This is an optimization exercise on Yosys and OpenROAD, whose aim is small area and a short achievable clock period, not a production implementation.
The RTL was checked by simulation tests, not by an equivalence proof against the original design.
In runs 3 to 5 the design's own scripts or RTL, not TritonCTS, make the clock network.
The flow treats the clock pin as an ideal source. Dropping or thinning the clock tree relies on that and would not hold on a real chip.
Power figures rest on the tool's default switching activity, not on a simulated workload.

**flow/config.mk**
```make
export PLATFORM = sky130hd
export DESIGN_NAME = uart_wb
export DESIGN_NICKNAME = uart_wb
export VERILOG_FILES = /design/flow/design.v
export SDC_FILE = /design/flow/constraint.sdc
export NUM_CORES = 4
export LEC_CHECK = 0
export CAP_MARGIN = 20
export CORE_MARGIN = 2
export CORE_UTILIZATION = 60
export CTS_CLUSTER_DIAMETER = 90
export CTS_CLUSTER_SIZE = 28
export PLACE_DENSITY = 0.72
export SETUP_SLACK_MARGIN = 1.9
export SLEW_MARGIN = 20
```
**flow/design.v**
```verilog
`default_nettype none
module glitch_filter #(
	parameter integer L = 4,
	parameter RST_VAL = 1'b1,
	parameter integer WITH_SYNCHRONIZER = 1,
	parameter integer WITH_SAMP_COND = 0,
	parameter integer WITH_EVT_COND = 0
)(
	input wire  in,
	input wire  samp_cond,	 
	input wire  evt_cond,	 
	output wire val,
	output reg  rise,
	output reg  fall,
	input  wire clk,
	input  wire rst
);
	wire [L-1:0] all_zero;
	wire [L-1:0] all_one;
	wire [L-1:0] all_rst;
	wire samp_cond_i = WITH_SAMP_COND ? samp_cond : 1'b1;
	wire evt_cond_i  = WITH_EVT_COND  ? evt_cond  : 1'b1;
	reg    [1:0] sync;
	reg          state;
	reg  [L-1:0] cnt;
	reg  [L-1:0] cnt_move;
	wire cnt_is_all_zero;
	wire cnt_is_all_one;
	assign all_zero = { L{1'b0} };
	assign all_one  = { L{1'b1} };
	assign all_rst  = { L{RST_VAL} };
	if (WITH_SYNCHRONIZER)
		always @(posedge clk)
			sync <= { sync[0], in };
	else
		always @(*)
			sync = { in, in };
	always @(*)
	begin
		cnt_move = all_zero;
		if (samp_cond_i & sync[1] & ~cnt_is_all_one)
			cnt_move = 1;
		else if (samp_cond_i & ~sync[1] & ~cnt_is_all_zero)
			cnt_move = -1;
	end
	always @(posedge clk)
		if (rst)
			cnt <= all_rst;
		else
			cnt <= cnt + cnt_move;
	assign cnt_is_all_zero = (cnt == all_zero);
	assign cnt_is_all_one  = (cnt == all_one);
	always @(posedge clk)
		if (rst)
			state <= RST_VAL;
		else begin
			if (state & cnt_is_all_zero)
				state <= 1'b0;
			else if (~state & cnt_is_all_one)
				state <= 1'b1;
			else
				state <= state;
		end
	assign val = state;
	always @(posedge clk)
	begin
		if (~evt_cond_i) begin
			rise <= 1'b0;
			fall <= 1'b0;
		end else begin
			rise <= ~state & cnt_is_all_one;
			fall <=  state & cnt_is_all_zero;
		end
	end
endmodule  
`default_nettype none
module uart_rx #(
	parameter integer DIV_WIDTH = 8,
	parameter integer GLITCH_FILTER = 2
)(
	input  wire rx,
	output wire [7:0] data,
	output reg  stb,
	output wire stb_nxt,	 
	input  wire [DIV_WIDTH-1:0] div,	 
	input  wire clk,
	input  wire rst
);
	wire rx_val;
	wire rx_fall;
	wire go, done, ce;
	reg  active;
	reg [DIV_WIDTH:0] div_cnt;
	reg [4:0] bit_cnt;
	reg [8:0] shift;
	generate
		if (GLITCH_FILTER > 0)
			glitch_filter #(
				.L(GLITCH_FILTER),
				.RST_VAL(1'b1),
				.WITH_SYNCHRONIZER(1)
			) gf_I (
				.in(rx),
				.val(rx_val),
				.rise(),
				.fall(rx_fall),
				.clk(clk),
				.rst(rst)
			);
		else begin
			reg [1:0] rx_sync;
			reg rx_fd;
			always @(posedge clk)
			begin
				rx_sync <= { rx_sync[0], rx };
				rx_fd   <= rx_sync[1] & ~rx_sync[0];
			end
			assign rx_fall = rx_fd;
			assign rx_val  = rx_sync[1];
		end
	endgenerate
	assign go = rx_fall & ~active;
	assign done = ce & bit_cnt[4];
	always @(posedge clk or posedge rst)
		if (rst)
			active <= 1'b0;
		else
			active <= (active & ~done) | go;
	always @(posedge clk)
		if (~active)
			div_cnt <= { 2'b00, div[DIV_WIDTH-1:1] } - 1;
		else if (div_cnt[DIV_WIDTH])
			div_cnt <= { 1'b0, div };
		else
			div_cnt <= div_cnt - 1;
	assign ce = div_cnt[DIV_WIDTH];
	always @(posedge clk)
		if (~active)
			bit_cnt <= 5'h08;
		else if (ce)
			bit_cnt <= bit_cnt - 1;
	always @(posedge clk)
		if (ce)
			shift <= { rx_val, shift[8:1] };
	assign data = shift[7:0];
	assign stb_nxt = ce & bit_cnt[4] & rx_val;
	always @(posedge clk)
		stb <= stb_nxt;
endmodule  
`default_nettype none
module uart_tx #(
	parameter integer DIV_WIDTH = 8
)(
	output wire tx,
	input  wire [7:0] data,
	input  wire valid,
	output reg  ack,
	output wire ack_nxt,	 
	input  wire [DIV_WIDTH-1:0] div,	 
	input  wire clk,
	input  wire rst
);
	wire go, done, ce;
	reg  active;
	reg [9:0] shift;
	reg [DIV_WIDTH:0] div_cnt;
	reg [4:0] bit_cnt;
	assign go = valid & ~active;
	assign done = ce & bit_cnt[4];
	always @(posedge clk or posedge rst)
		if (rst)
			active <= 1'b0;
		else
			active <= (active & ~done) | go;
	always @(posedge clk)
		if (~active | div_cnt[DIV_WIDTH])
			div_cnt <= { 1'b0, div };
		else
			div_cnt <= div_cnt - 1;
	assign ce = div_cnt[DIV_WIDTH];
	always @(posedge clk)
		if (~active)
			bit_cnt <= 5'h08;
		else if (ce)
			bit_cnt <= bit_cnt - 1;
	always @(posedge clk or posedge rst)
		if (rst)
			shift <= 10'h3ff;
		else if (go)
			shift <= { 1'b1, data, 1'b0 };
		else if (ce)
			shift <= { 1'b1, shift[9:1] };
	always @(posedge clk)
		ack <= go;
	assign ack_nxt = go;
	reg tx_q;
	always @(posedge clk)
		if (rst)
			tx_q <= 1'b1;
		else if (go)
			tx_q <= 1'b0;
		else if (ce)
			tx_q <= shift[1];
	assign tx = tx_q;
endmodule  
`default_nettype none
module ram_sdp #(
	parameter integer AWIDTH = 7,
	parameter integer DWIDTH = 8,
	parameter integer LWIDTH = 5
)(
	input  wire [DWIDTH-1:0] wr_data,
	input  wire wr_ena,
	output reg  [DWIDTH-1:0] rd_data,
	input  wire rd_ena_nxt,
	input  wire clk,
	input  wire rst
);
	localparam integer N  = 1 << AWIDTH;
	localparam integer NL = 1 << LWIDTH;
	localparam integer NG = N / NL;
	reg  [7:0] wr_l;
	reg  [N/8-1:0] wr_h;
	reg  [NL-1:0] rd_l_nxt;		 
	reg  [NG-1:0] rd_h_nxt;		 
	reg  [NG-1:0] rd_h;			 
	reg  [N*DWIDTH-1:0]  store;
	reg  [NG*DWIDTH-1:0] grp;
	always @(posedge clk or posedge rst)
		if (rst) begin
			wr_l <= 1;
			wr_h <= 1;
		end else if (wr_ena) begin
			wr_l <= { wr_l[6:0], wr_l[7] };
			if (wr_l[7])
				wr_h <= { wr_h[N/8-2:0], wr_h[N/8-1] };
		end
	genvar r;
	generate
		for (r=0; r<N; r=r+1)
			always @(posedge clk)
				if (wr_ena & wr_l[r % 8] & wr_h[r / 8])
					store[r*DWIDTH+:DWIDTH] <= wr_data;
	endgenerate
	always @(posedge clk or posedge rst)
		if (rst) begin
			rd_l_nxt <= 1;
			rd_h_nxt <= 1;
			rd_h     <= 1;
		end else begin
			if (rd_ena_nxt) begin
				rd_l_nxt <= { rd_l_nxt[NL-2:0], rd_l_nxt[NL-1] };
				if (rd_l_nxt[NL-1])
					rd_h_nxt <= { rd_h_nxt[NG-2:0], rd_h_nxt[NG-1] };
			end
			rd_h <= rd_h_nxt;
		end
	integer g, i;
	reg [DWIDTH-1:0] sel;
	always @(posedge clk)
		for (g=0; g<NG; g=g+1) begin
			sel = 0;
			for (i=0; i<NL; i=i+1)
				sel = sel | ({DWIDTH{rd_l_nxt[i]}} & store[(g*NL+i)*DWIDTH+:DWIDTH]);
			grp[g*DWIDTH+:DWIDTH] <= sel;
		end
	always @(*)
	begin
		rd_data = 0;
		for (g=0; g<NG; g=g+1)
			rd_data = rd_data | ({DWIDTH{rd_h[g]}} & grp[g*DWIDTH+:DWIDTH]);
	end
endmodule  
`default_nettype none
module fifo_sync_ram #(
	parameter integer DEPTH = 256,
	parameter integer WIDTH = 16
)(
	input  wire [WIDTH-1:0] wr_data,
	input  wire wr_ena,
	output wire wr_full,
	output wire wr_full_nxt,	 
	output wire [WIDTH-1:0] rd_data,
	input  wire rd_ena,
	input  wire rd_ena_nxt,
	output wire rd_empty,
	input  wire clk,
	input  wire rst
);
	localparam AWIDTH = $clog2(DEPTH);
	reg  [AWIDTH:0] level;
	wire lvl_dec;
	wire lvl_mov;
	wire lvl_empty;
	wire lvl_rd;
	wire full_nxt;
	wire full_d;
	reg  full;
	reg  rd_valid;
	reg [AWIDTH:0] level_inc;
	reg [AWIDTH:0] level_dec;
	integer k;
	always @(*)
		for (k=0; k<=AWIDTH; k=k+1) begin
			level_inc[k] = level[k] ^ ((level & ((1 << k) - 1)) == ((1 << k) - 1));
			level_dec[k] = level[k] ^ ((level & ((1 << k) - 1)) == 0);
		end
	always @(posedge clk or posedge rst)
		if (rst)
			level <= {(AWIDTH+1){1'b1}};
		else if (lvl_mov)
			level <= lvl_dec ? level_dec : level_inc;
	assign lvl_rd  = (rd_ena | ~rd_valid) & ~lvl_empty;
	assign lvl_dec = lvl_rd & ~wr_ena;
	assign lvl_mov = lvl_rd ^  wr_ena;
	assign lvl_empty = level[AWIDTH];
	assign full_nxt = level == { 1'b0, {(AWIDTH-2){1'b1}}, 2'b01 };
	always @(posedge clk or posedge rst)
		if (rst)
			full <= 1'b0;
		else
			full <= full_d;
	assign full_d = (full | (wr_ena & ~rd_ena & full_nxt)) & ~(rd_ena & ~wr_ena);
	assign wr_full = full;
	assign wr_full_nxt = full_d;
	always @(posedge clk or posedge rst)
		if (rst)
			rd_valid <= 1'b0;
		else if (rd_ena | ~rd_valid)
			rd_valid <= ~lvl_empty;
	assign rd_empty = ~rd_valid;
	ram_sdp #(
		.AWIDTH(AWIDTH),
		.DWIDTH(WIDTH)
	) ram_I (
		.wr_data(wr_data),
		.wr_ena(wr_ena),
		.rd_data(rd_data),
		.rd_ena_nxt(rd_ena_nxt),
		.clk(clk),
		.rst(rst)
	);
endmodule  
`default_nettype none
module uart_wb #(
	parameter integer DIV_WIDTH = 8,
	parameter integer DW = 16
)(
	output wire uart_tx,
	input  wire uart_rx,
	input  wire [1:0]    wb_addr,
	output wire [DW-1:0] wb_rdata,
	input  wire [DW-1:0] wb_wdata,
	input  wire          wb_we,
	input  wire          wb_cyc,
	output wire          wb_ack,
	input  wire clk,
	input  wire rst
);
	wire [ 7:0] urf_wdata;
	wire        urf_wren;
	wire        urf_full;
	wire        urf_full_nxt;
	wire [ 7:0] urf_rdata;
	wire        urf_rden;
	wire        urf_rden_nxt;
	wire        urf_empty;
	reg         urf_overflow;
	wire        urf_overflow_clr;
	wire [ 7:0] utf_wdata;
	wire        utf_wren;
	wire        utf_full;
	wire [ 7:0] utf_rdata;
	wire        utf_rden;
	wire        utf_rden_nxt;
	wire        utf_empty;
	wire [ 7:0] uart_tx_data;
	wire        uart_tx_valid;
	wire        uart_tx_ack;
	wire        uart_tx_ack_nxt;
	wire [ 7:0] uart_rx_data;
	wire        uart_rx_stb;
	wire        uart_rx_stb_nxt;
	reg  [DIV_WIDTH-1:0] uart_div;
	wire          ub_rdata_rst;
	reg  [DW-1:0] ub_rdata;
	reg           ub_rd_data;
	reg           ub_rd_ctrl;
	reg           ub_wr_data;
	reg           ub_wr_div;
	reg           ub_ack;
	uart_tx #(
		.DIV_WIDTH(DIV_WIDTH)
	) uart_tx_I (
		.data(uart_tx_data),
		.valid(uart_tx_valid),
		.ack(uart_tx_ack),
		.ack_nxt(uart_tx_ack_nxt),
		.tx(uart_tx),
		.div(uart_div),
		.clk(clk),
		.rst(rst)
	);
	fifo_sync_ram #(
		.DEPTH(128),
		.WIDTH(8)
	) uart_tx_fifo_I (
		.wr_data(utf_wdata),
		.wr_ena(utf_wren),
		.wr_full(utf_full),
		.wr_full_nxt(),
		.rd_data(utf_rdata),
		.rd_ena(utf_rden),
		.rd_ena_nxt(utf_rden_nxt),
		.rd_empty(utf_empty),
		.clk(clk),
		.rst(rst)
	);
	assign uart_tx_data  =  utf_rdata;
	assign uart_tx_valid = ~utf_empty;
	assign utf_rden      =  uart_tx_ack;
	assign utf_rden_nxt  =  uart_tx_ack_nxt;
	uart_rx #(
		.DIV_WIDTH(DIV_WIDTH),
		.GLITCH_FILTER(2)
	) uart_rx_I (
		.rx(uart_rx),
		.data(uart_rx_data),
		.stb(uart_rx_stb),
		.stb_nxt(uart_rx_stb_nxt),
		.div(uart_div),
		.clk(clk),
		.rst(rst)
	);
	fifo_sync_ram #(
		.DEPTH(128),
		.WIDTH(8)
	) uart_rx_fifo_I (
		.wr_data(urf_wdata),
		.wr_ena(urf_wren),
		.wr_full(urf_full),
		.wr_full_nxt(urf_full_nxt),
		.rd_data(urf_rdata),
		.rd_ena(urf_rden),
		.rd_ena_nxt(urf_rden_nxt),
		.rd_empty(urf_empty),
		.clk(clk),
		.rst(rst)
	);
	assign urf_wdata = uart_rx_data;
	reg urf_wren_r;
	always @(posedge clk or posedge rst)
		if (rst)
			urf_wren_r <= 1'b0;
		else
			urf_wren_r <= uart_rx_stb_nxt & ~urf_full_nxt;
	assign urf_wren  = urf_wren_r;
	always @(posedge clk or posedge rst)
		if (rst)
			urf_overflow <= 1'b0;
		else
			urf_overflow <= (urf_overflow & ~urf_overflow_clr) | (uart_rx_stb & urf_full);
	always @(posedge clk)
		if (ub_ack) begin
			ub_rd_data <= 1'b0;
			ub_rd_ctrl <= 1'b0;
			ub_wr_data <= 1'b0;
			ub_wr_div  <= 1'b0;
		end else begin
			ub_rd_data <= ~wb_we & wb_cyc & (wb_addr == 2'b00);
			ub_rd_ctrl <= ~wb_we & wb_cyc & (wb_addr == 2'b01);
			ub_wr_data <=  wb_we & wb_cyc & (wb_addr == 2'b00) & ~utf_full;
			ub_wr_div  <=  wb_we & wb_cyc & (wb_addr == 2'b01);
		end
	always @(posedge clk)
		if (ub_ack)
			ub_ack <= 1'b0;
		else
			ub_ack <= wb_cyc & (~wb_we | (wb_addr == 2'b01) | ~utf_full);
	assign ub_rdata_rst = ub_ack | wb_we | ~wb_cyc;
	always @(posedge clk)
		if (ub_rdata_rst)
			ub_rdata <= { DW{1'b0} };
		else
			ub_rdata <= wb_addr[0] ?
				{ urf_empty, urf_overflow, utf_empty, utf_full, { (DW-DIV_WIDTH-4){1'b0} }, uart_div } :
				{ urf_empty, { (DW-9){1'b0} }, urf_rdata };
	always @(posedge clk)
		if (ub_wr_div)
			uart_div <= wb_wdata[DIV_WIDTH-1:0];
	assign utf_wdata = wb_wdata[7:0];
	assign utf_wren  = ub_wr_data;
	reg urf_rden_r;
	always @(posedge clk)
		urf_rden_r <= urf_rden_nxt;
	assign urf_rden  = urf_rden_r;
	assign urf_rden_nxt = ~ub_ack & ~wb_we & wb_cyc & (wb_addr == 2'b00) & ~urf_empty;
	assign urf_overflow_clr = ub_rd_ctrl & ub_rdata[DW-2];
	assign wb_rdata = ub_rdata;
	assign wb_ack = ub_ack;
endmodule  
```
**flow/constraint.sdc**
```tcl
create_clock -name core_clock -period 4.0 [get_ports {clk}]
set_input_delay 0.8000 -clock core_clock [delete_from_list [all_inputs] [get_ports {clk}]]
set_output_delay 0.8000 -clock core_clock [all_outputs]
set_load 0.01 [all_outputs]
```
**flow/run.sh**
```bash
#!/bin/bash
# synth_recipe.tcl (not shown) runs the flow's synth.tcl, then flattens the netlist and writes it again
# the make line also repeats each setting of config.mk as NAME=value (left out here)
make -C /OpenROAD-flow-scripts/flow DESIGN_CONFIG=/design/flow/config.mk WORK_HOME=/design/flow/orfs CLKGATE_MAP_FILE= SYNTH_SCRIPT=/design/flow/synth_recipe.tcl finish
```
==> impl_metrics.csv, run 1 <==
group,metric,value,unit
clock_network,clk_path_buf_depth,3,
route,wl_met2,108900,µm
worst_setup_path,cp_max_fo,18,
placement,place_hpwl,143500,µm
clock_network,root_buffer,"clkbuf_16",
clock_network,cts_buffers,93,
worst_setup_path,worstPathArrival,2.84,ns
route,via_per_inst,7.338,
sta,hold_violations,0,
route,maxUsedRoutingLayer,"met5",
grt,grtUsageTotal,33.99,%
yosys,synth_common_cells,"edfxtp_1 (2065), a22oi_1 (1056), clkbuf_1 (322)",
sta,setup_ws,1.804,ns
yosys,netlist.area_leader.share,73.45,%
route,wirelength,246900,µm
pwr,leakage,29.89,nW
yosys,synth_cells,4861,
worst_setup_path,worst_path_largest_cell_delay,0.89,ns
worst_setup_path,setup.worst_path.class,"flip-flop to flip-flop",
sta,tightest_slew,1.123,ns
yosys,yosys.area.top_type,"edfxtp_1",
sta,fmax,455.4,MHz
worst_setup_path,critPathLaunchType,"flip-flop",
route,drt_iter0_markers,9899,
pwr,peakVddDrop,351.5,µV
route,met3_length,40140,µm
floorplanning,chipWidth,379.1,µm
worst_setup_path,crit_buf_inv,0,
grt,grt_antenna_before_repair,2,
grt,grt_pass1_wl,342300,µm
route,drc,0,
placement,port_buffers,28,
grt,grt_overflow,0,
yosys,syn_area_per_cell,17.37,µm²
sta,hold_ws,0.3420,ns
placement,dp_slack,0.9424,ns
worst_hold_path,hp-class,"flip-flop to flip-flop",
placement,gp_congestion,0.9161,
clock_network,postCtsHoldBufs,0,
clock_network,cts.sinks,2343,
floorplanning,coreArea,0.1395,mm²
floorplanning,initial_core_util,60.50,%
sta,layout_min_cycle_time,2.196,ns
floorplanning,dieHeight,379.1,µm
route,drt-met1-wl,87840,µm
yosys,synth_edf_count,2065,
route,first_pass_iters,10,
sta,setup_viol,0,
yosys,yosys-top-cells-area,"edfxtp_1 (73%), a22oi_1 (9.4%), dfrtp_1 (3.7%)",
worst_setup_path,regToRegSetupSlack,1.80,ns
worst_setup_path,critical_path.slowest_cell,"dfrtp_1",
yosys,synth.distinct_cells,53,
worst_setup_path,crit_chain,"nand2_1, a21o_1",
sta,rsz0062_at_grt,"yes",
route,ant_nets,0,
clock_network,clk_latency,0.77,ns
finish,area_delta_synth_final,7.504,%
finish,drive_above_1_share,9.913,%
route,num_vias,49908,
sta,clock_skew,0.04319,ns
yosys,seq_area_frac_synth,81.05,%
yosys,synth.most_common_cell,"edfxtp_1",
clock_network,htreeDepth,3,
clock_network,cts_tree,"done",
yosys,ys_ff_latch,2343,
run,maxCapViolCount,0,
yosys,synthFlopType,"edfxtp_1",
worst_setup_path,end_kind,"flip-flop",
grt,grt_pass1_vias,46109,
clock_network,clkTransAtPathRegs,0.10,ns
yosys,yosys_warnings,6,
sta,period_share,54.90,%
finish,nFillCells,9273,
sta,relSlewSlack,25.11,%
floorplanning,dieArea,0.1437,mm²
route,wl_per_cell,36.30,µm
worst_setup_path,cp.required,4.64,ns
worst_setup_path,critPathTopFamily,"flip-flops",
grt,grt_max_degree,130,
yosys,synth-async-reset-ratio,6.829,%
sta,drv_slew,0,
floorplanning,boundaryPins,41,
sta,setup-tns-final,0,ns
outcome,outcome,"no timing/DRC/antenna violations",
floorplanning,row_count,137,
yosys,syn_area,0.08442,mm²
finish,fin_nets,4873,
pwr,cellPowerDensity,440.0,mW/mm²
[state kept, by name (all words and copies together), names as in the netlist, 9 cells and up]
name                           count
uart_rx_I.div_cnt                  9
uart_rx_I.shift                    9
uart_rx_fifo_I.ram_I.grp          32
uart_rx_fifo_I.ram_I.rd_l_nxt     32
uart_rx_fifo_I.ram_I.store      1024
uart_rx_fifo_I.ram_I.wr_h         16
uart_tx_I.div_cnt                  9
uart_tx_fifo_I.ram_I.grp          32
uart_tx_fifo_I.ram_I.rd_l_nxt     32
uart_tx_fifo_I.ram_I.store      1024
uart_tx_fifo_I.ram_I.wr_h         16
ub_rdata                          12
[path summary, 6_finish.rpt]
| kind | depth (start not counted) | start | to |
|---|---|---|---|
| max reg2reg | 2 | uart_rx_fifo_I.ram_I.wr_l[7]$_DFFE_PP0P_ | uart_rx_fifo_I.ram_I.wr_h[14]$_DFFE_PP0P_ |
| min in group asynchronous | 2 | rst | uart_tx_fifo_I.ram_I.rd_l_nxt[30]$_DFFE_PP0P_ |
| max | 2 | uart_rx_fifo_I.ram_I.wr_l[7]$_DFFE_PP0P_ | uart_rx_fifo_I.ram_I.wr_h[14]$_DFFE_PP0P_ |
| max in group asynchronous | 3 | rst | uart_rx_fifo_I.ram_I.rd_l_nxt[23]$_DFFE_PP0P_ |
| min | 0 | uart_rx_I.genblk1.gf_I.sync[0]$_DFF_P_ | uart_rx_I.genblk1.gf_I.sync[1]$_DFF_P_ |
| min reg2reg | 0 | uart_rx_I.genblk1.gf_I.sync[0]$_DFF_P_ | uart_rx_I.genblk1.gf_I.sync[1]$_DFF_P_ |
[timing repair]
item,CTS,global route
setup buffers,58,21
gates resized for setup,171,25
pin swaps,9,10
setup endpoints to repair,867,53
[layout make-up]
type / count / area [µm²] / share of cell area [%]
clock inverters: 5 / 50.05 / 0.05515
diodes: 2 / 5.005 / 0.005515
flip-flops and latches: 2343 / 68590 / 75.58
clock buffers: 171 / 2705 / 2.981
repair buffers: 229 / 2247 / 2.476
multi-input cells: 2150 / 14710 / 16.21
well taps: 1876 / 2347 / 2.586
inverters: 25 / 97.59 / 0.1075
[placed cells by master (no fill, tap or decap), drive strengths merged, types with 20 or more instances in the layout]
| cell | n |
|---|---|
| a21o | 34 |
| a22oi | 1056 |
| a31oi | 20 |
| and3 | 261 |
| buf | 223 |
| clkbuf | 171 |
| dfrtp | 126 |
| dfstp | 34 |
| dfxtp | 118 |
| edfxtp | 2065 |
| inv | 27 |
| mux2 | 24 |
| nand2 | 220 |
| nand4 | 257 |
| nor2 | 24 |
| o21ai | 25 |
| or4 | 69 |
| xor2 | 25 |
[power by group]
group	internal, W	switching, W	total (W)
combinational	0.000374	0.000629	0.00100
sequential	0.0268	0.000307	0.0271
clock	0.00466	0.00716	0.0118
total	0.0318	0.00809	0.0399
[routing by layer]
layer / global-route usage (%) / vias to the layer above
met1: 49.65 / 25128
met4: 12.35 / 2
met2: 49.93 / 4481
met5: 0 / -
met3: 8.822 / 605
li1: - / 19692
[cell families after synthesis]
family / synth area share, %
AND/OR/NAND/NOR: 6.055
other: 0.004442
AO/OA/AOI/OAI: 10.31
XOR/XNOR: 0.4357
flip-flops: 81.05
adder cells (fa/ha/maj): 0.1186
multiplexers: 0.3557
buffers and inverters: 1.679
[through the flow]
stage / utilization [%] / cells / total power (W) / instance area, µm²
5_1_grt: 65.04 / 6799 / 0.04075 / 90750
3_5_place_dp: 62.23 / 6544 / 0.02863 / 86840
4_1_cts: 64.80 / 6778 / 0.03982 / 90420
6_report: 65.04 / 6801 / 0.03993 / 90750
2_1_floorplan: - / 4864 / 0.02821 / 84450
3_3_place_gp: 62.21 / 6542 / 0.02856 / 86810
==> run 2: changes to the inputs <==
--- a/flow/config.mk
+++ b/flow/config.mk
@@ -9,6 +9,5 @@
 export CORE_MARGIN = 2
-export CORE_UTILIZATION = 60
+export CORE_UTILIZATION = 50
 export CTS_CLUSTER_DIAMETER = 90
 export CTS_CLUSTER_SIZE = 28
-export PLACE_DENSITY = 0.72
 export SETUP_SLACK_MARGIN = 1.9
==> impl_metrics.csv, run 2 <==
group,metric,value,unit
sta,setup-tns-final,0,ns
clock_network,postCtsHoldBufs,0,
finish,final_cell_mix,"edfxtp_1 (2065), a22oi_1 (1045), nand4_1 (257)",
pwr,leakage,30.05,nW
floorplanning,row_count,150,
worst_setup_path,r2r_end,"uart_rx_fifo_I.ram_I.grp[17]$_DFF_P_",
yosys,netlist.area_leader.share,73.45,%
yosys,synth-async-reset-ratio,6.829,%
worst_setup_path,critPathLaunchType,"flip-flop",
sta,period_share,53.77,%
yosys,ys_ff_latch,2343,
sta,layout_min_cycle_time,2.151,ns
sta,setup_ws,1.849,ns
pwr,peakVddDrop,406.0,µV
worst_hold_path,holdPathStages,0,
yosys,synth.most_common_cell,"edfxtp_1",
sta,relSlewSlack,31.67,%
worst_setup_path,cp.required,3.20,ns
placement,gp_congestion,0.8577,
route,wl_per_cell,36.43,µm
yosys,synthFlopType,"edfxtp_1",
floorplanning,chipWidth,414.9,µm
sta,fmax,464.9,MHz
clock_network,clk_latency,0.78,ns
clock_network,htreeDepth,3,
grt,grt_max_degree,130,
grt,grtUsageTotal,29.65,%
worst_hold_path,worstHoldEndpoint,"uart_rx_I.genblk1.gf_I.sync[1]$_DFF_P_",
finish,fin_nets,4907,
clock_network,cts_buffers,93,
worst_setup_path,setup.worst_path.class,"flip-flop to output pin",
worst_setup_path,critical_path.slowest_cell,"dfxtp_4",
worst_setup_path,crit_start,"ub_rdata[7]$_SDFF_PP0_",
clock_network,root_buffer,"clkbuf_16",
yosys,yosys-top-cells-area,"edfxtp_1 (73%), a22oi_1 (9.4%), dfrtp_1 (3.7%)",
worst_hold_path,hp-class,"flip-flop to flip-flop",
route,first_pass_iters,7,
sta,hold_violations,0,
route,drt_iter0_markers,7778,
finish,largestRegisters,"uart_rx_fifo_I.ram_I.store x1024, uart_tx_fifo_I.ram_I.store x1024",
route,wirelength,261000,µm
worst_setup_path,worstPathArrival,1.35,ns
yosys,syn_area,0.08442,mm²
finish,drive_above_1_share,11.86,%
route,ant_nets,0,
floorplanning,dieHeight,414.9,µm
worst_setup_path,reg2reg_from,"uart_rx_fifo_I.ram_I.rd_l_nxt[22]$_DFFE_PP0P_",
worst_setup_path,worst-path-stages,1,
sta,tightest_slew,1.025,ns
clock_network,clk_path_buf_depth,3,
placement,port_buffers,28,
clock_network,cts.sinks,2343,
clock_network,cts_tree,"done",
grt,grt_antenna_before_repair,8,
placement,dp_slack,1.198,ns
floorplanning,dieArea,0.1721,mm²
yosys,yosys_warnings,6,
yosys,syn_area_per_cell,17.37,µm²
pwr,cellPowerDensity,436.5,mW/mm²
worst_setup_path,cp_max_fo,1,
yosys,yosys.area.top_type,"edfxtp_1",
floorplanning,initial_core_util,50.43,%
yosys,seq_area_frac_synth,81.05,%
worst_hold_path,hp-start,"uart_rx_I.genblk1.gf_I.sync[0]$_DFF_P_",
sta,clock_skew,0.03377,ns
yosys,synth_cells,4861,
yosys,synth.distinct_cells,53,
worst_setup_path,crit_buf_inv,1,
route,num_vias,48740,
worst_setup_path,ff2ff_path_depth,4,
sta,drv_slew,0,
sta,setup_viol,0,
floorplanning,boundaryPins,41,
grt,grt_overflow,0,
route,drc,0,
grt,grt_pass1_vias,45695,
finish,final_common_cell,"edfxtp_1",
route,via_per_inst,6.803,
yosys,synth_edf_count,2065,
yosys,synth_common_cells,"edfxtp_1 (2065), a22oi_1 (1056), clkbuf_1 (322)",
worst_setup_path,critPathTopFamily,"flip-flops",
finish,area_delta_synth_final,8.647,%
grt,grt_pass1_wl,359800,µm
worst_setup_path,end_kind,"output pin",
worst_setup_path,regToRegSetupSlack,1.86,ns
sta,rsz0062_at_grt,"yes",
worst_setup_path,worst_path_largest_cell_delay,0.46,ns
placement,place_hpwl,151200,µm
outcome,outcome,"no timing/DRC/antenna violations",
worst_setup_path,crit_chain,"buf_6",
floorplanning,coreArea,0.1674,mm²
clock_network,clkTransAtPathRegs,0.11,ns
run,maxCapViolCount,0,
## run 2: cell counts after synthesis
No cell type changed its count.
## run 2: report_power, final
part | internal, W | leakage (nW) | switching [W]
logic | 0.000378 | 7.25 | 0.000631
clock network | 0.00457 | 1.30 | 0.00736
registers | 0.0268 | 21.5 | 0.000298
## run 2: cells by family after synthesis
kind of cell,after synthesis,synth area share [%]
AO/OA/AOI/OAI,1174,10.31
adder cells (fa/ha/maj),8,0.1186
AND/OR/NAND/NOR,895,6.055
multiplexers,27,0.3557
buffers and inverters,371,1.679
flip-flops,2343,81.05
XOR/XNOR,42,0.4357
other,1,0.004442
## run 2: what timing repair did
action                                   CTS  global route
resized for setup                        204            50
pin swaps                                 19            11
endpoints found under the setup margin  1060           318
buffers inserted                         112             8
gates cloned                               0             1
## run 2: worst max-delay path by stage
stage	endpoint	slack (ns)
detailed placement	uart_rx_fifo_I.ram_I.rd_h_nxt[3]$_DFFE_PP0P_	1.20
CTS	wb_rdata[7]	1.79
global placement	uart_rx_fifo_I.ram_I.rd_h_nxt[2]$_DFFE_PP0P_	1.24
global route	wb_rdata[7]	1.83
finish	wb_rdata[7]	1.85
floorplan	uart_rx_I.genblk1.gf_I.state$_SDFFE_PP1P_	0.63
## run 2: routing by layer
layer | GRT usage (%) | vias up | part of all wire [%]
li1 | - | 19768 | -
met1 | 39.69 | 25560 | 38
met2 | 49.80 | 2920 | 49
met3 | 4.291 | 480 | 8.7
met4 | 10.55 | 12 | 4.2
met5 | 0 | - | 0.026
## run 2: stage by stage
step           std cells  util (%)  total power [W]  hold WS, ns  instance area (µm²)
6_report            7164     54.79          0.04004       0.3401                91720
4_1_cts             7151     54.65          0.04002       0.3422                91490
3_5_place_dp        6863     52.09          0.02864       0.3164                87200
2_1_floorplan       4864         -          0.02821       0.3096                84450
3_3_place_gp        6863     52.09          0.02858       0.3104                87200
5_1_grt             7161     54.78          0.04099       0.3535                91710
## run 2: cell type report
cell class | count | area, µm²
fillers | 13021 | 75690
flip-flops and latches | 2343 | 68640
multi-input cells | 2150 | 14810
well taps | 2204 | 2758
repair buffers | 262 | 2650
clock buffers | 168 | 2630
clock inverters | 8 | 108.9
inverters | 25 | 101.3
diodes | 3 | 7.507
repair inverters | 1 | 5.005
==> run 3: changes to the inputs <==
==> flow/flow/run.sh (new file) <==
#!/bin/bash
# Layout flow: the standard flow (standard.sh), except for the clock
# tree. In a copy of the ORFS scripts, cts.tcl builds the clock tree with
# flow/mycts.tcl (the clock port feeds one root buffer per quarter of the
# die, each root feeds the leaf buffers of its quarter, each leaf buffer a
# cluster of nearby flip-flops) in place of clock_tree_synthesis; all the
# rest of the cts step (timing repair, placement legalization) and every
# other step are ORFS's own, unchanged.
set -euo pipefail
W=$PWD
rm -rf "$W/orfs_scripts"
cp -r "$FLOW_HOME/scripts" "$W/orfs_scripts"
python3 - "$W/orfs_scripts/cts.tcl" <<'PY'
import sys
p = sys.argv[1]
s = open(p).read()
old = "log_cmd clock_tree_synthesis {*}$cts_args\n"
assert s.count(old) == 1, "cts.tcl: clock_tree_synthesis call not found"
s = s.replace(old, "source $::env(MYCTS_TCL)\nset_propagated_clock [all_clocks]\n")
open(p, "w").write(s)
PY
export SCRIPTS_DIR="$W/orfs_scripts"
export MYCTS_TCL="$W/flow/mycts.tcl"
export MYCTS_LEAF=26
export MYCTS_SUB=1
bash standard.sh finish > "$W/flow_make.log" 2>&1
==> flow/flow/mycts.tcl (new file) <==
# Hand-built clock tree: the clock port feeds 4 root buffers (one per
# quarter of the die); each root feeds the leaf buffers of its quarter; each
# leaf buffer feeds a cluster of about MYCTS_LEAF flip-flops close together;
# with MYCTS_SUB set, each root feeds 4 sub-roots that feed the leaves
# (the quarter is cut in columns along x, each column in runs along y).
proc mycts_build {} {
  set block [ord::get_db_block]
  set db [ord::get_db]
  set buf [$db findMaster sky130_fd_sc_hd__clkbuf_16]
  set leaf_size [expr {[info exists ::env(MYCTS_LEAF)] ? $::env(MYCTS_LEAF) : 24}]
  set clk_net [$block findNet clk]
  # sinks: the instance pins on the clock net
  set sinks {}
  foreach it [$clk_net getITerms] {
    set inst [$it getInst]
    set bb [$inst getBBox]
    lappend sinks [list $it [expr {([$bb xMin]+[$bb xMax])/2}] [expr {([$bb yMin]+[$bb yMax])/2}]]
  }
  set n [llength $sinks]
  set die [$block getDieArea]
  set cx [expr {([$die xMin]+[$die xMax])/2}]
  set cy [expr {([$die yMin]+[$die yMax])/2}]
  # 4 regions: quadrants
  set regions {{} {} {} {}}
  foreach s $sinks {
    set q [expr {([lindex $s 1] >= $cx ? 1 : 0) + ([lindex $s 2] >= $cy ? 2 : 0)}]
    lset regions $q [concat [lindex $regions $q] [list $s]]
  }
  set li 0
  set ri 0
  foreach reg $regions {
    set m [llength $reg]
    if {$m == 0} continue
    # leaf clusters: strips along x, then runs along y inside each strip
    set nleaf [expr {int(ceil(double($m) / $leaf_size))}]
    set ncol [expr {max(1, int(round(sqrt($nleaf))))}]
    set bycol [lsort -integer -index 1 $reg]
    set percol [expr {int(ceil(double($m) / $ncol))}]
    set leaves {}
    for {set c 0} {$c < $ncol} {incr c} {
      set col [lrange $bycol [expr {$c*$percol}] [expr {($c+1)*$percol-1}]]
      if {[llength $col] == 0} continue
      set col [lsort -integer -index 2 $col]
      set k [expr {int(ceil(double([llength $col]) / $leaf_size))}]
      set per [expr {int(ceil(double([llength $col]) / $k))}]
      for {set j 0} {$j < $k} {incr j} {
        set cl [lrange $col [expr {$j*$per}] [expr {($j+1)*$per-1}]]
        if {[llength $cl] == 0} continue
        set sx 0; set sy 0
        foreach s $cl { incr sx [lindex $s 1]; incr sy [lindex $s 2] }
        set x [expr {$sx / [llength $cl]}]; set y [expr {$sy / [llength $cl]}]
        set inst [odb::dbInst_create $block $buf "clkbuf_leaf_$li"]
        $inst setLocation $x $y
        $inst setPlacementStatus PLACED
        set net [odb::dbNet_create $block "clknet_leaf_$li"]
        $net setSigType CLOCK
        foreach s $cl { set it [lindex $s 0]; $it disconnect; $it connect $net }
        [$inst findITerm X] connect $net
        lappend leaves [list $inst $x $y]
        incr li
      }
    }
    # root of the region, with MYCTS_SUB sub-roots in between (the leaves
    # split in 2 by x, then each half in 2 by y)
    set groups [list $leaves]
    if {[info exists ::env(MYCTS_SUB)] && $::env(MYCTS_SUB) > 0} {
      set byx [lsort -integer -index 1 $leaves]
      set h [expr {[llength $byx] / 2}]
      set groups {}
      foreach half [list [lrange $byx 0 [expr {$h-1}]] [lrange $byx $h end]] {
        set byy [lsort -integer -index 2 $half]
        set h2 [expr {[llength $byy] / 2}]
        foreach g [list [lrange $byy 0 [expr {$h2-1}]] [lrange $byy $h2 end]] {
          if {[llength $g]} { lappend groups $g }
        }
      }
    }
    set tops {}
    set si 0
    foreach g $groups {
      if {[llength $groups] == 1} { lappend tops {*}$g; break }
      set sx 0; set sy 0
      foreach l $g { incr sx [lindex $l 1]; incr sy [lindex $l 2] }
      set x [expr {$sx / [llength $g]}]; set y [expr {$sy / [llength $g]}]
      set sub [odb::dbInst_create $block $buf "clkbuf_sub_${ri}_$si"]
      $sub setLocation $x $y
      $sub setPlacementStatus PLACED
      set snet [odb::dbNet_create $block "clknet_sub_${ri}_$si"]
      $snet setSigType CLOCK
      [$sub findITerm X] connect $snet
      foreach l $g { [[lindex $l 0] findITerm A] connect $snet }
      lappend tops [list $sub $x $y]
      incr si
    }
    set sx 0; set sy 0
    foreach l $tops { incr sx [lindex $l 1]; incr sy [lindex $l 2] }
    set x [expr {$sx / [llength $tops]}]; set y [expr {$sy / [llength $tops]}]
    set root [odb::dbInst_create $block $buf "clkbuf_root_$ri"]
    $root setLocation $x $y
    $root setPlacementStatus PLACED
    set rnet [odb::dbNet_create $block "clknet_root_$ri"]
    $rnet setSigType CLOCK
    [$root findITerm X] connect $rnet
    foreach l $tops { [[lindex $l 0] findITerm A] connect $rnet }
    [$root findITerm A] connect $clk_net
    incr ri
  }
  puts "mycts: $n sinks, $li leaf buffers, $ri root buffers"
}
mycts_build
==> flow/standard.sh (new file) <==
#!/bin/bash
# synth_recipe.tcl (not shown) runs the flow's synth.tcl, then flattens the netlist and writes it again
# the make line also repeats each setting of config.mk as NAME=value (left out here)
make -C /OpenROAD-flow-scripts/flow DESIGN_CONFIG=/design/flow/config.mk WORK_HOME=/design/flow/orfs CLKGATE_MAP_FILE= SYNTH_SCRIPT=/design/flow/synth_recipe.tcl "${@:-finish}"
removed: flow/run.sh
==> impl_metrics.csv, run 3 <==
group,metric,value,unit
outcome,outcome,"no timing/DRC/antenna violations",
route,wl_per_cell,36.72,µm
sta,setup-tns-final,0,ns
yosys,yosys-top-cells-area,"edfxtp_1 (73%), a22oi_1 (9.4%), dfrtp_1 (3.7%)",
sta,tightest_slew,1.134,ns
worst_setup_path,worstPathArrival,2.34,ns
yosys,ys_ff_latch,2343,
pwr,seqPwrFrac,66.2,%
floorplanning,dieHeight,414.9,µm
sta,period_share,53.42,%
route,drt_iter0_markers,8004,
grt,grt_antenna_before_repair,3,
worst_setup_path,ff2ff_path_depth,1,
yosys,synth-async-reset-ratio,6.829,%
clock_network,clk_latency,0.60,ns
grt,grt_max_degree,130,
sta,layout_min_cycle_time,2.137,ns
finish,fin_nets,4931,
worst_setup_path,critical_path.slowest_cell,"dfrtp_1",
route,first_pass_iters,6,
finish,final_cell_count_no_fill,7105,
clock_network,clkTransAtPathRegs,0.09,ns
yosys,netlist.area_leader.share,73.45,%
pwr,peakVddDrop,273.9,µV
yosys,syn_area_per_cell,17.37,µm²
pwr,swShare,20.07,%
pwr,cellPowerDensity,444.6,mW/mm²
worst_setup_path,worst-path-stages,1,
sta,fmax,467.9,MHz
yosys,synth_cells,4861,
pwr,p_clk_share,31.3,%
yosys,yosys.area.top_type,"edfxtp_1",
grt,grt_pass1_wl,359200,µm
placement,gp_congestion,0.8577,
worst_setup_path,cp_max_fo,18,
worst_setup_path,critPathLaunchType,"flip-flop",
worst_setup_path,r2r_end,"uart_tx_fifo_I.ram_I.store[429]$_DFFE_PP_",
yosys,yosys.area_share.simple,6.055,%
worst_setup_path,crit_chain,"and3_1",
route,wirelength,260900,µm
finish,final_cell_mix,"edfxtp_1 (2065), a22oi_1 (1046), nand4_1 (257)",
worst_setup_path,end_kind,"flip-flop",
route,via_per_inst,6.845,
finish,final_common_cell,"edfxtp_1",
sta,hold_violations,0,
yosys,synthFlopType,"edfxtp_1",
sta,rsz0062_at_grt,"no",
grt,grtUsageTotal,29.38,%
route,num_vias,48636,
yosys,synth_compound_area_share,10.31,%
worst_setup_path,worst_path_largest_cell_delay,0.99,ns
pwr,leakage,30.25,nW
sta,clock_skew,0.08108,ns
worst_hold_path,holdPathStages,0,
finish,largestRegisters,"uart_rx_fifo_I.ram_I.store x1024, uart_tx_fifo_I.ram_I.store x1024",
sta,setup_viol,0,
worst_setup_path,cp.required,4.21,ns
worst_setup_path,critPathTopFamily,"flip-flops",
placement,place_hpwl,151200,µm
worst_setup_path,setup.worst_path.class,"flip-flop to flip-flop",
grt,grt_overflow,0,
finish,regArea,0.06864,mm²
finish,multi_input_area,0.01483,mm²
yosys,synth_xor_xnor_area_share,0.4357,%
worst_setup_path,crit_path_end,"uart_tx_fifo_I.ram_I.store[429]$_DFFE_PP_",
worst_setup_path,crit_start,"uart_tx_fifo_I.ram_I.wr_l[5]$_DFFE_PP0P_",
sta,setup_ws,1.863,ns
yosys,synthAdderAreaFrac,0.1186,%
floorplanning,dieArea,0.1721,mm²
yosys,synth.most_common_cell,"edfxtp_1",
yosys,syn_area,0.08442,mm²
floorplanning,coreArea,0.1674,mm²
yosys,yosys_warnings,6,
finish,nFillCells,12967,
floorplanning,initial_core_util,50.43,%
worst_hold_path,hp-class,"flip-flop to flip-flop",
placement,dp_slack,1.198,ns
sta,relSlewSlack,24.38,%
placement,port_buffers,28,
worst_setup_path,regToRegSetupSlack,1.86,ns
floorplanning,chipWidth,414.9,µm
finish,area_delta_synth_final,9.017,%
placement,dp_cells,6863,
grt,grt_pass1_vias,45857,
floorplanning,row_count,150,
yosys,synth.distinct_cells,53,
worst_setup_path,crit_buf_inv,0,
route,drc,0,
yosys,seq_area_frac_synth,81.05,%
yosys,synth_top_family_by_area,"compound AO/OA/AOI/OAI gates",
yosys,synthMuxAreaShare,0.3557,%
yosys,synth_edf_count,2065,
yosys,synth_common_cells,"edfxtp_1 (2065), a22oi_1 (1056), clkbuf_1 (322)",
finish,drive_above_1_share,12.13,%
sta,hold_ws,0.3357,ns
worst_setup_path,reg2reg_from,"uart_tx_fifo_I.ram_I.wr_l[5]$_DFFE_PP0P_",
route,ant_nets,0,
floorplanning,boundaryPins,41,
pwr,comb_power_share,2.4,%
pwr,switchingPower,0.008210,W
sta,drv_slew,0,
pwr,power,0.04092,W
run,maxCapViolCount,0,
pwr,intPower,0.03271,W
clock_network,postCtsHoldBufs,0,
-- run 3: kinds of logic after synthesis --
family	Yosys count
XOR/XNOR	42
AND/OR/NAND/NOR	895
multiplexers	27
AO/OA/AOI/OAI	1174
flip-flops	2343
buffers and inverters	371
adder cells (fa/ha/maj)	8
other	1
-- run 3: per-stage QoR --
step,util (%),area (µm²)
5_1_grt,54.97,92020
2_1_floorplan,-,84450
3_3_place_gp,52.09,87200
6_report,54.97,92030
4_1_cts,54.80,91750
3_5_place_dp,52.09,87200
-- run 3: cell type report --
cell class | instances | area share, %
Tap cell | 2204 | 2.996
Timing Repair Buffer | 256 | 2.837
Antenna cell | 3 | 0.008157
Inverter | 25 | 0.1101
Sequential cell | 2343 | 74.58
Multi-Input combinational cell | 2150 | 16.11
Buffer | 123 | 3.344
Timing Repair inverter | 1 | 0.005438
-- run 3: worst min-delay path by stage --
stage | startpoint | endpoint | slack [ns]
floorplan | uart_rx_I.genblk1.gf_I.sync[0]$_DFF_P_ | uart_rx_I.genblk1.gf_I.sync[1]$_DFF_P_ | 0.31
global placement | uart_rx_I.genblk1.gf_I.sync[0]$_DFF_P_ | uart_rx_I.genblk1.gf_I.sync[1]$_DFF_P_ | 0.31
detailed placement | uart_rx_I.genblk1.gf_I.sync[0]$_DFF_P_ | uart_rx_I.genblk1.gf_I.sync[1]$_DFF_P_ | 0.32
CTS | uart_rx_I.genblk1.gf_I.sync[0]$_DFF_P_ | uart_rx_I.genblk1.gf_I.sync[1]$_DFF_P_ | 0.34
global route | uart_rx_I.genblk1.gf_I.sync[0]$_DFF_P_ | uart_rx_I.genblk1.gf_I.sync[1]$_DFF_P_ | 0.35
finish | uart_rx_I.genblk1.gf_I.sync[0]$_DFF_P_ | uart_rx_I.genblk1.gf_I.sync[1]$_DFF_P_ | 0.34
-- run 3: timing repair --
item,in CTS,in global routing
resized for setup,176,56
setup buffers,101,14
pin swaps,13,12
gates cloned,0,1
setup endpoints to repair,1199,322
hold endpoints to repair,0,0
-- run 3: metal layers --
| metal | routed length [µm] | global-route usage, % | vias to the layer above |
|---|---|---|---|
| li1 | - | - | 19749 |
| met1 | 98420 | 39.86 | 25414 |
| met2 | 127700 | 49.18 | 2966 |
| met3 | 23390 | 3.651 | 505 |
| met4 | 11320 | 10.50 | 2 |
| met5 | 14 | 0 | - |
-- run 3: power groups by stage --
stage	clock network (W)	logic, W	registers [W]
5_1_grt	0.0136	0.00112	0.0272
6_report	0.0128	0.000997	0.0271
4_1_cts	0.0128	0.000995	0.0271
2_1_floorplan	0	0.000603	0.0276
3_3_place_gp	0	0.000937	0.0276
3_5_place_dp	0	0.000984	0.0277
==> run 4: changes to the inputs <==
==> flow/flow/run.sh (replaced) <==
#!/bin/bash
# Layout flow: the standard flow (standard.sh) on a copy of the ORFS
# scripts with two changes:
# - cts.tcl builds the clock tree with flow/mycts.tcl (the clock port feeds
#   one root buffer per quarter of the die, each root 4 sub-roots, each
#   sub-root the leaf buffers of its part, each leaf buffer a cluster of
#   nearby flip-flops) in place of clock_tree_synthesis;
# - cts.tcl and global_route.tcl repair timing twice: first with the output
#   ports' output delay set to 0 (the paths to the outputs mostly depend on
#   the clock tree, and the repair otherwise stops at them), then, with the
#   constraint's output delay set back, as ORFS does.
# The timing repair may also resize cells to another footprint
# (MATCH_CELL_FOOTPRINT=0). Every other step is ORFS's own. Each step's log is in orfs/logs/, make's
# output in flow_make.log.
set -euo pipefail
W=$PWD
rm -rf "$W/orfs_scripts"
cp -r "$FLOW_HOME/scripts" "$W/orfs_scripts"
grep '^set_output_delay' "$W/constraint.sdc" > "$W/output_delay.sdc"
python3 - "$W/orfs_scripts" <<'PY'
import sys
d = sys.argv[1]
relaxed = ("set_output_delay 0 -clock [all_clocks] [all_outputs]\n  repair_timing_helper\n"
           "  source $::env(MY_OUTPUT_DELAY_SDC)\n  repair_timing_helper\n")
p = d + "/cts.tcl"
s = open(p).read()
old = "log_cmd clock_tree_synthesis {*}$cts_args\n"
assert s.count(old) == 1, "cts.tcl: clock_tree_synthesis call not found"
s = s.replace(old, "source $::env(MYCTS_TCL)\nset_propagated_clock [all_clocks]\n")
old = "  repair_timing_helper\n"
assert s.count(old) == 1, "cts.tcl: repair_timing_helper call not found"
s = s.replace(old, "  " + relaxed)
open(p, "w").write(s)
p = d + "/global_route.tcl"
s = open(p).read()
old = "    repair_timing_helper\n"
assert s.count(old) == 1, "global_route.tcl: repair_timing_helper call not found"
s = s.replace(old, "    " + relaxed.replace("\n  ", "\n    "))
open(p, "w").write(s)
PY
export SCRIPTS_DIR="$W/orfs_scripts"
export MYCTS_TCL="$W/flow/mycts.tcl"
export MY_OUTPUT_DELAY_SDC="$W/output_delay.sdc"
export MYCTS_LEAF=26
export MYCTS_SUB=1
# (on make's command line: the platform's config.mk sets it to 1)
bash standard.sh MATCH_CELL_FOOTPRINT=0 finish > "$W/flow_make.log" 2>&1
==> impl_metrics.csv, run 4 <==
group,metric,value,unit
finish,area_delta_synth_final,9.423,%
yosys,ys_ff_latch,2343,
yosys,synth.distinct_cells,53,
grt,grt_overflow,0,
worst_setup_path,critPathLaunchType,"flip-flop",
yosys,seq_area_frac_synth,81.05,%
yosys,synth-async-reset-ratio,6.829,%
yosys,yosys_warnings,6,
grt,grt_max_degree,130,
yosys,yosys-top-cells-area,"edfxtp_1 (73%), a22oi_1 (9.4%), dfrtp_1 (3.7%)",
finish,final_common_cell,"edfxtp_1",
route,maxUsedRoutingLayer,"met5",
finish,fin_nets,4939,
placement,place_hpwl,150300,µm
floorplanning,row_count,150,
route,first_pass_iters,6,
route,drt_iter0_markers,7174,
route,wl_met2,129100,µm
grt,grt_antenna_before_repair,4,
sta,relSlewSlack,31.75,%
route,drt-met1-wl,99600,µm
worst_setup_path,crit_chain,"and3_1",
route,via_per_inst,6.862,
yosys,synth_cells,4861,
yosys,yosys.area.top_type,"edfxtp_1",
finish,final_cell_mix,"edfxtp_1 (2065), a22oi_1 (1045), nand4_1 (257)",
floorplanning,dieHeight,414.9,µm
worst_setup_path,worst_path_largest_cell_delay,0.95,ns
route,wirelength,265700,µm
sta,setup_ws,1.782,ns
route,num_vias,48834,
yosys,syn_area_per_cell,17.37,µm²
worst_setup_path,crit_buf_inv,0,
route,ant_nets,0,
worst_setup_path,setup.worst_path.class,"flip-flop to flip-flop",
sta,setup-tns-final,0,ns
pwr,peakVddDrop,294.3,µV
worst_setup_path,worstPathArrival,2.43,ns
sta,tightest_slew,1.024,ns
sta,drv_slew,0,
yosys,synth_edf_count,2065,
worst_setup_path,critical_path.slowest_cell,"dfrtp_1",
placement,dp_slack,1.170,ns
yosys,synthFlopType,"edfxtp_1",
worst_setup_path,cp.required,4.21,ns
clock_network,clk_latency,0.60,ns
route,drc,0,
worst_setup_path,critPathTopFamily,"flip-flops",
sta,rsz0062_at_grt,"yes",
grt,grtUsageTotal,29.89,%
yosys,synth_common_cells,"edfxtp_1 (2065), a22oi_1 (1056), clkbuf_1 (322)",
finish,regArea,0.06863,mm²
floorplanning,boundaryPins,41,
yosys,netlist.area_leader.share,73.45,%
sta,setup_viol,0,
floorplanning,coreArea,0.1674,mm²
finish,drive_above_1_share,12.47,%
placement,dp_cells,6860,
finish,final_cell_count_no_fill,7117,
run,maxCapViolCount,0,
worst_setup_path,end_kind,"flip-flop",
sta,fmax,450.8,MHz
route,wl_per_cell,37.34,µm
placement,gp_congestion,0.8567,
finish,fin_util,55.18,%
sta,hold_violations,0,
yosys,syn_area,0.08442,mm²
route,met3_length,24370,µm
yosys,synth.most_common_cell,"edfxtp_1",
grt,grt_pass1_wl,364700,µm
floorplanning,dieArea,0.1721,mm²
floorplanning,initial_core_util,50.43,%
sta,clock_skew,0.08769,ns
grt,grt_pass1_vias,46299,
floorplanning,chipWidth,414.9,µm
sta,layout_min_cycle_time,2.218,ns
sta,period_share,55.45,%
pwr,cellPowerDensity,441.5,mW/mm²
finish,nFillCells,13005,
clock_network,clkTransAtPathRegs,0.09,ns
finish,largestRegisters,"uart_rx_fifo_I.ram_I.store x1024, uart_tx_fifo_I.ram_I.store x1024",
worst_hold_path,hp-class,"flip-flop to flip-flop",
placement,port_buffers,28,
worst_setup_path,cp_max_fo,18,
finish,multi_input_area,0.01486,mm²
outcome,outcome,"no timing/DRC/antenna violations",
pwr,leakage,30.50,nW
[run 4: cell count changes in the layout (fill, tap and decap cells not counted), moves of 5 or more]
cell,delta
buf_4,-6
and3_2,+15
buf_16,+5
dlygate4sd2_1,-12
buf_12,+10
dlymetal6s2s_1,+14
and3_1,-15
[run 4: final cells by class]
type                       count  share of cell area [%]
multi-input combinational   2150                   16.09
inverter                      25                  0.1097
timing repair buffer         266                   3.233
timing repair inverter         2                 0.01084
tap                         2204                   2.985
sequential                  2343                   74.30
antenna                        7                 0.01896
buffer                       120                   3.251
[run 4: worst paths after layout]
| check | end | cells past startpoint | start | slack [ns] |
|---|---|---|---|---|
| max | uart_rx_fifo_I.ram_I.store[980]$_DFFE_PP_ | 1 | uart_rx_fifo_I.ram_I.wr_l[2]$_DFFE_PP0P_ | 1.78 |
| min | uart_rx_I.genblk1.gf_I.sync[1]$_DFF_P_ | 0 | uart_rx_I.genblk1.gf_I.sync[0]$_DFF_P_ | 0.34 |
| max reg2reg | uart_rx_fifo_I.ram_I.store[980]$_DFFE_PP_ | 1 | uart_rx_fifo_I.ram_I.wr_l[2]$_DFFE_PP0P_ | 1.78 |
| min reg2reg | uart_rx_I.genblk1.gf_I.sync[1]$_DFF_P_ | 0 | uart_rx_I.genblk1.gf_I.sync[0]$_DFF_P_ | 0.34 |
| max in group asynchronous | uart_tx_fifo_I.ram_I.rd_l_nxt[17]$_DFFE_PP0P_ | 3 | rst | 2.06 |
| min in group asynchronous | urf_overflow$_DFF_PP0_ | 2 | rst | 0.90 |
[run 4: timing repair]
| action | in CTS | in global routing |
|---|---|---|
| gates resized for setup | 177 | 65 |
| cloned | 1 | 1 |
| endpoints found under the setup margin | 1204 | 332 |
| buffers inserted | 120 | 7 |
| hold buffers | 0 | 0 |
| pin swaps | 14 | 11 |
[run 4: power breakdown]
part | internal, W | total, W | switching (W)
clock network | 0.00541 | 0.0127 | 0.00725
logic | 0.000377 | 0.00101 | 0.000631
registers | 0.0268 | 0.0271 | 0.000316
total | 0.0326 | 0.0408 | 0.00820
[run 4: through the flow]
stage	area [µm²]	power [W]	hold slack (ns)
after floorplan	84450	0.02821	0.3096
after global routing	92360	0.04167	0.3499
after global placement	87130	0.02858	0.3160
after detailed placement	87170	0.02864	0.3128
final	92370	0.04078	0.3386
after CTS	92100	0.04073	0.3367
[run 4: layer usage]
metal / vias to the layer above / track usage, %
met2: 2916 / 49.88
met5: - / 0
li1: 19780 / -
met4: 4 / 11.61
met3: 529 / 3.781
met1: 25605 / 40.25
[run 4: kinds of logic (layout without fill, tap and decap cells)]
| logic type | after synthesis | in the layout | share of synthesized area [%] |
|---|---|---|---|
| XOR/XNOR | 42 | 42 | 0.4357 |
| other | 1 | 11 | 0.004442 |
| buffers and inverters | 371 | 413 | 1.679 |
| multiplexers | 27 | 27 | 0.3557 |
| AO/OA/AOI/OAI | 1174 | 1174 | 10.31 |
| flip-flops | 2343 | 2343 | 81.05 |
| AND/OR/NAND/NOR | 895 | 895 | 6.055 |
| adder cells (fa/ha/maj) | 8 | 8 | 0.1186 |
==> run 5: changes to the inputs <==
--- a/flow/design.v
+++ b/flow/design.v
@@ -213,2 +213,3 @@
 	input  wire wr_ena,
+	input  wire wr_ena_nxt,	 
 	output reg  [DWIDTH-1:0] rd_data,
@@ -222,2 +223,3 @@
 	reg  [7:0] wr_l;
+	reg  [7:0] wr_le;
 	reg  [N/8-1:0] wr_h;
@@ -227,10 +229,14 @@
 	reg  [N*DWIDTH-1:0]  store;
-	reg  [NG*DWIDTH-1:0] grp;
+	reg  [NG*DWIDTH-1:0] grp_a;
+	reg  [NG*DWIDTH-1:0] grp_b;
+	wire [7:0] wr_l_nxt = wr_ena ? { wr_l[6:0], wr_l[7] } : wr_l;
 	always @(posedge clk or posedge rst)
 		if (rst) begin
-			wr_l <= 1;
-			wr_h <= 1;
-		end else if (wr_ena) begin
-			wr_l <= { wr_l[6:0], wr_l[7] };
-			if (wr_l[7])
+			wr_l  <= 1;
+			wr_h  <= 1;
+			wr_le <= 0;
+		end else begin
+			wr_l  <= wr_l_nxt;
+			wr_le <= wr_ena_nxt ? wr_l_nxt : 8'h00;
+			if (wr_ena & wr_l[7])
 				wr_h <= { wr_h[N/8-2:0], wr_h[N/8-1] };
@@ -241,3 +247,3 @@
 			always @(posedge clk)
-				if (wr_ena & wr_l[r % 8] & wr_h[r / 8])
+				if (wr_le[r % 8] & wr_h[r / 8])
 					store[r*DWIDTH+:DWIDTH] <= wr_data;
@@ -258,9 +264,13 @@
 	integer g, i;
-	reg [DWIDTH-1:0] sel;
+	reg [DWIDTH-1:0] sel_a, sel_b;
 	always @(posedge clk)
 		for (g=0; g<NG; g=g+1) begin
-			sel = 0;
-			for (i=0; i<NL; i=i+1)
-				sel = sel | ({DWIDTH{rd_l_nxt[i]}} & store[(g*NL+i)*DWIDTH+:DWIDTH]);
-			grp[g*DWIDTH+:DWIDTH] <= sel;
+			sel_a = 0;
+			sel_b = 0;
+			for (i=0; i<NL/2; i=i+1) begin
+				sel_a = sel_a | ({DWIDTH{rd_l_nxt[i]}}      & store[(g*NL+i)*DWIDTH+:DWIDTH]);
+				sel_b = sel_b | ({DWIDTH{rd_l_nxt[NL/2+i]}} & store[(g*NL+NL/2+i)*DWIDTH+:DWIDTH]);
+			end
+			grp_a[g*DWIDTH+:DWIDTH] <= sel_a;
+			grp_b[g*DWIDTH+:DWIDTH] <= sel_b;
 		end
@@ -270,3 +280,3 @@
 		for (g=0; g<NG; g=g+1)
-			rd_data = rd_data | ({DWIDTH{rd_h[g]}} & grp[g*DWIDTH+:DWIDTH]);
+			rd_data = rd_data | ({DWIDTH{rd_h[g]}} & (grp_a[g*DWIDTH+:DWIDTH] | grp_b[g*DWIDTH+:DWIDTH]));
 	end
@@ -280,2 +290,3 @@
 	input  wire wr_ena,
+	input  wire wr_ena_nxt,	 
 	output wire wr_full,
@@ -337,2 +348,3 @@
 		.wr_ena(wr_ena),
+		.wr_ena_nxt(wr_ena_nxt),
 		.rd_data(rd_data),
@@ -363,2 +375,3 @@
 	wire        urf_full_nxt;
+	wire        urf_wren_nxt;
 	wire [ 7:0] urf_rdata;
@@ -372,2 +385,3 @@
 	wire        utf_full;
+	wire        utf_wren_nxt;
 	wire [ 7:0] utf_rdata;
@@ -409,2 +423,3 @@
 		.wr_ena(utf_wren),
+		.wr_ena_nxt(utf_wren_nxt),
 		.wr_full(utf_full),
@@ -440,2 +455,3 @@
 		.wr_ena(urf_wren),
+		.wr_ena_nxt(urf_wren_nxt),
 		.wr_full(urf_full),
@@ -455,4 +471,5 @@
 		else
-			urf_wren_r <= uart_rx_stb_nxt & ~urf_full_nxt;
+			urf_wren_r <= urf_wren_nxt;
 	assign urf_wren  = urf_wren_r;
+	assign urf_wren_nxt = uart_rx_stb_nxt & ~urf_full_nxt;
 	always @(posedge clk or posedge rst)
@@ -491,2 +508,3 @@
 	assign utf_wdata = wb_wdata[7:0];
+	assign utf_wren_nxt = ~ub_ack & wb_we & wb_cyc & (wb_addr == 2'b00) & ~utf_full;
 	assign utf_wren  = ub_wr_data;
==> impl_metrics.csv, run 5 <==
group,metric,value,unit
worst_setup_path,cp_max_fo,22,
pwr,power,0.04182,W
grt,grtUsageTotal,25.39,%
sta,rsz0062_at_grt,"yes",
yosys,syn_area_per_cell,18.03,µm²
outcome,outcome,"no timing/DRC/antenna violations",
route,drc,0,
worst_setup_path,critPathTopFamily,"flip-flops",
worst_setup_path,critPathLaunchType,"flip-flop",
yosys,synthFlopType,"edfxtp_1",
route,wirelength,227000,µm
floorplanning,initial_core_util,50.35,%
worst_setup_path,crit_chain,"buf_4, a22o_1, a221oi_1, nand4_1",
yosys,yosys-top-cells-area,"edfxtp_1 (72%), a22o_1 (5.2%), a221oi_1 (5.2%)",
run,maxCapViolCount,0,
route,first_pass_iters,6,
pwr,leakage,30.13,nW
finish,final_common_cell,"edfxtp_1",
sta,drv_slew,0,
clock_network,clk_latency,0.59,ns
worst_setup_path,worst-path-stages,4,
clock_network,postCtsHoldBufs,0,
finish,drive_above_1_share,8.652,%
finish,fin_nets,4795,
route,num_vias,45564,
clock_network,clkTransAtPathRegs,0.09,ns
worst_hold_path,holdPathStages,0,
yosys,syn_area,0.08638,mm²
grt,grt_overflow,0,
sta,setup-tns-final,0,ns
pwr,cellPowerDensity,450.6,mW/mm²
yosys,synth.distinct_cells,56,
grt,grt_antenna_before_repair,0,
worst_setup_path,ff2ff_path_depth,4,
pwr,peakVddDrop,312.1,µV
worst_setup_path,worst_path_largest_cell_delay,1.03,ns
yosys,synth_edf_count,2065,
placement,place_hpwl,137100,µm
worst_setup_path,worstPathArrival,2.58,ns
floorplanning,boundaryPins,41,
floorplanning,dieHeight,419.6,µm
placement,gp_congestion,0.8285,
grt,grt_max_degree,130,
yosys,seq_area_frac_synth,81.15,%
yosys,netlist.area_leader.share,71.79,%
floorplanning,dieArea,0.1761,mm²
placement,place_area,0.08948,mm²
finish,fin_util,54.10,%
finish,final_cell_mix,"edfxtp_1 (2065), a22o_1 (513), a221oi_1 (508)",
finish,n_antenna_cell,0,
worst_setup_path,crit_buf_inv,1,
worst_setup_path,cp.required,4.46,ns
yosys,ys_ff_latch,2423,
worst_hold_path,hp-class,"flip-flop to flip-flop",
route,wl_per_cell,32.10,µm
route,ant_nets,0,
sta,setup_viol,0,
yosys,synth-async-reset-ratio,7.264,%
sta,period_share,53.07,%
yosys,yosys.area.top_type,"edfxtp_1",
worst_setup_path,end_kind,"flip-flop",
sta,relSlewSlack,23.92,%
route,drt_iter0_markers,5049,
finish,stdcell_area,0.09281,mm²
finish,area_delta_synth_final,7.439,%
yosys,synth.most_common_cell,"edfxtp_1",
worst_setup_path,setup.worst_path.class,"flip-flop to flip-flop",
worst_setup_path,critical_path.slowest_cell,"dfstp_2",
sta,hold_violations,0,
yosys,yosys_warnings,6,
yosys,synth_cells,4791,
sta,fmax,471.1,MHz
grt,grt_pass1_vias,44213,
floorplanning,chipWidth,419.6,µm
worst_setup_path,regToRegSetupSlack,1.88,ns
floorplanning,coreArea,0.1715,mm²
finish,largestRegisters,"uart_rx_fifo_I.ram_I.store x1024, uart_tx_fifo_I.ram_I.store x1024",
floorplanning,row_count,152,
sta,clock_skew,0.07502,ns
route,via_per_inst,6.443,
sta,layout_min_cycle_time,2.123,ns
sta,hold_ws,0.3363,ns
grt,grt_pass1_wl,325000,µm
yosys,synth_common_cells,"edfxtp_1 (2065), a22o_1 (513), a221oi_1 (512)",
placement,port_buffers,28,
sta,tightest_slew,1.141,ns
-- run 5: cell count changes after synthesis, moves of 56 or more --
cell      previous run  this run
a221oi_1             0       512
o21ai_0             25        81
a22oi_1           1056         0
and2_1               7       262
a22o_1               1       513
nand4_1            257       139
and3_1             261         3
dfxtp_1            118       182
or4_1               68         2
-- run 5: final cells by class --
cell class / count / area, µm²
multi-input combinational: 2026 / 15030
fill: 13465 / 78740
tap: 2310 / 2890
buffer: 125 / 3128
sequential: 2423 / 70160
inverter: 31 / 120.1
timing repair buffer: 157 / 1479
-- run 5: final timing paths --
kind                                                         startpoint                                            end
setup / recovery           uart_tx_fifo_I.ram_I.rd_l_nxt[0]$_DFFE_PP1P_         uart_tx_fifo_I.ram_I.grp_a[11]$_DFF_P_
hold / removal                   uart_rx_I.genblk1.gf_I.sync[0]$_DFF_P_         uart_rx_I.genblk1.gf_I.sync[1]$_DFF_P_
hold reg to reg                  uart_rx_I.genblk1.gf_I.sync[0]$_DFF_P_         uart_rx_I.genblk1.gf_I.sync[1]$_DFF_P_
max in group asynchronous                                           rst  uart_rx_fifo_I.ram_I.rd_l_nxt[26]$_DFFE_PP0P_
setup reg to reg           uart_tx_fifo_I.ram_I.rd_l_nxt[0]$_DFFE_PP1P_         uart_tx_fifo_I.ram_I.grp_a[11]$_DFF_P_
min in group asynchronous                                           rst                         urf_overflow$_DFF_PP0_
-- run 5: cell families (layout without fill, tap and decap cells) --
family	count (synthesis)	count (layout)	share of synthesized area, %
flip-flops	2423	2423	81.15
AO/OA/AOI/OAI	1166	1166	11.31
AND/OR/NAND/NOR	742	742	4.637
buffers and inverters	345	313	1.530
multiplexers	66	66	0.8445
XOR/XNOR	40	40	0.4056
adder cells (fa/ha/maj)	8	8	0.1159
other	1	4	0.004341
-- run 5: routing by layer --
metal | GRT usage, % | up-vias | wire (µm)
met5 | 0 | - | 0
met3 | 2.236 | 301 | 14240
li1 | - | 19329 | -
met4 | 6.481 | 0 | 7121
met2 | 42.78 | 1804 | 112000
met1 | 35.91 | 24130 | 93670
-- run 5: timing repair --
action | 4_1_cts | 5_1_grt
setup endpoints to repair | 135 | 48
gates resized for setup | 49 | 18
pin swaps | 2 | 8
buffers inserted | 1 | 5
-- run 5: power breakdown --
part | internal (W) | leakage (nW) | switching [W] | total [W]
Sequential | 0.0276 | 22.3 | 0.000303 | 0.0279
Clock | 0.00562 | 1.54 | 0.00734 | 0.0130
Combinational | 0.000382 | 6.31 | 0.000597 | 0.000979
Total | 0.0336 | 30.1 | 0.00824 | 0.0418
-- run 5: metrics by stage --
step / std cells / setup slack (ns)
3_5_place_dp: 6941 / 1.076
2_1_floorplan: 4794 / 0.4008
4_1_cts: 7067 / 1.901
6_report: 7072 / 1.877
5_1_grt: 7072 / 1.907
3_3_place_gp: 6941 / 1.094

==> separate check: timing with driven ports <==
How much do the figures lean on ideal ports? The routed layouts below were timed once more, with nothing changed but the port constraints. Step 1, drivers: a clkbuf_16 drives clk and a buf_2 each remaining input, both assumed. Step 2 adds t to the input delays and takes it off the output delays; t is the mean of the earliest and latest rising clock arrival at the registers after step 1. Input paths then give back, and output paths get back, about the clock's delay inside the block. Three values: ideal ports, drivers, drivers and shift; two values: the first two.
| run | shift t [ns] | slack for setup (ns) | worst hold slack (ns) | worst setup path at the end |
|---|---|---|---|---|
| run 1 | 0.830 | 1.804 / 1.804 / 1.210 | 0.342 / 0.342 / 0.342 | input to register |
| run 2 | 0.845 | 1.849 / 1.764 / 1.151 | 0.340 / 0.340 / 0.340 | input to register |
| run 3 | 0.736 | 1.863 / 1.740 / 1.397 | 0.336 / 0.336 / 0.336 | input to register |
| run 4 | 0.736 | 1.782 / 1.782 / 1.392 | 0.339 / 0.339 / 0.339 | input to register |
| run 5 | 0.730 | 1.877 / 1.789 / 1.399 | 0.336 / 0.336 / 0.336 | input to register |
After both steps setup and hold are still met in every run listed. The setup slack of run 2, which loses most, moves by -0.085 ns with the drivers and by -0.698 ns with both steps.
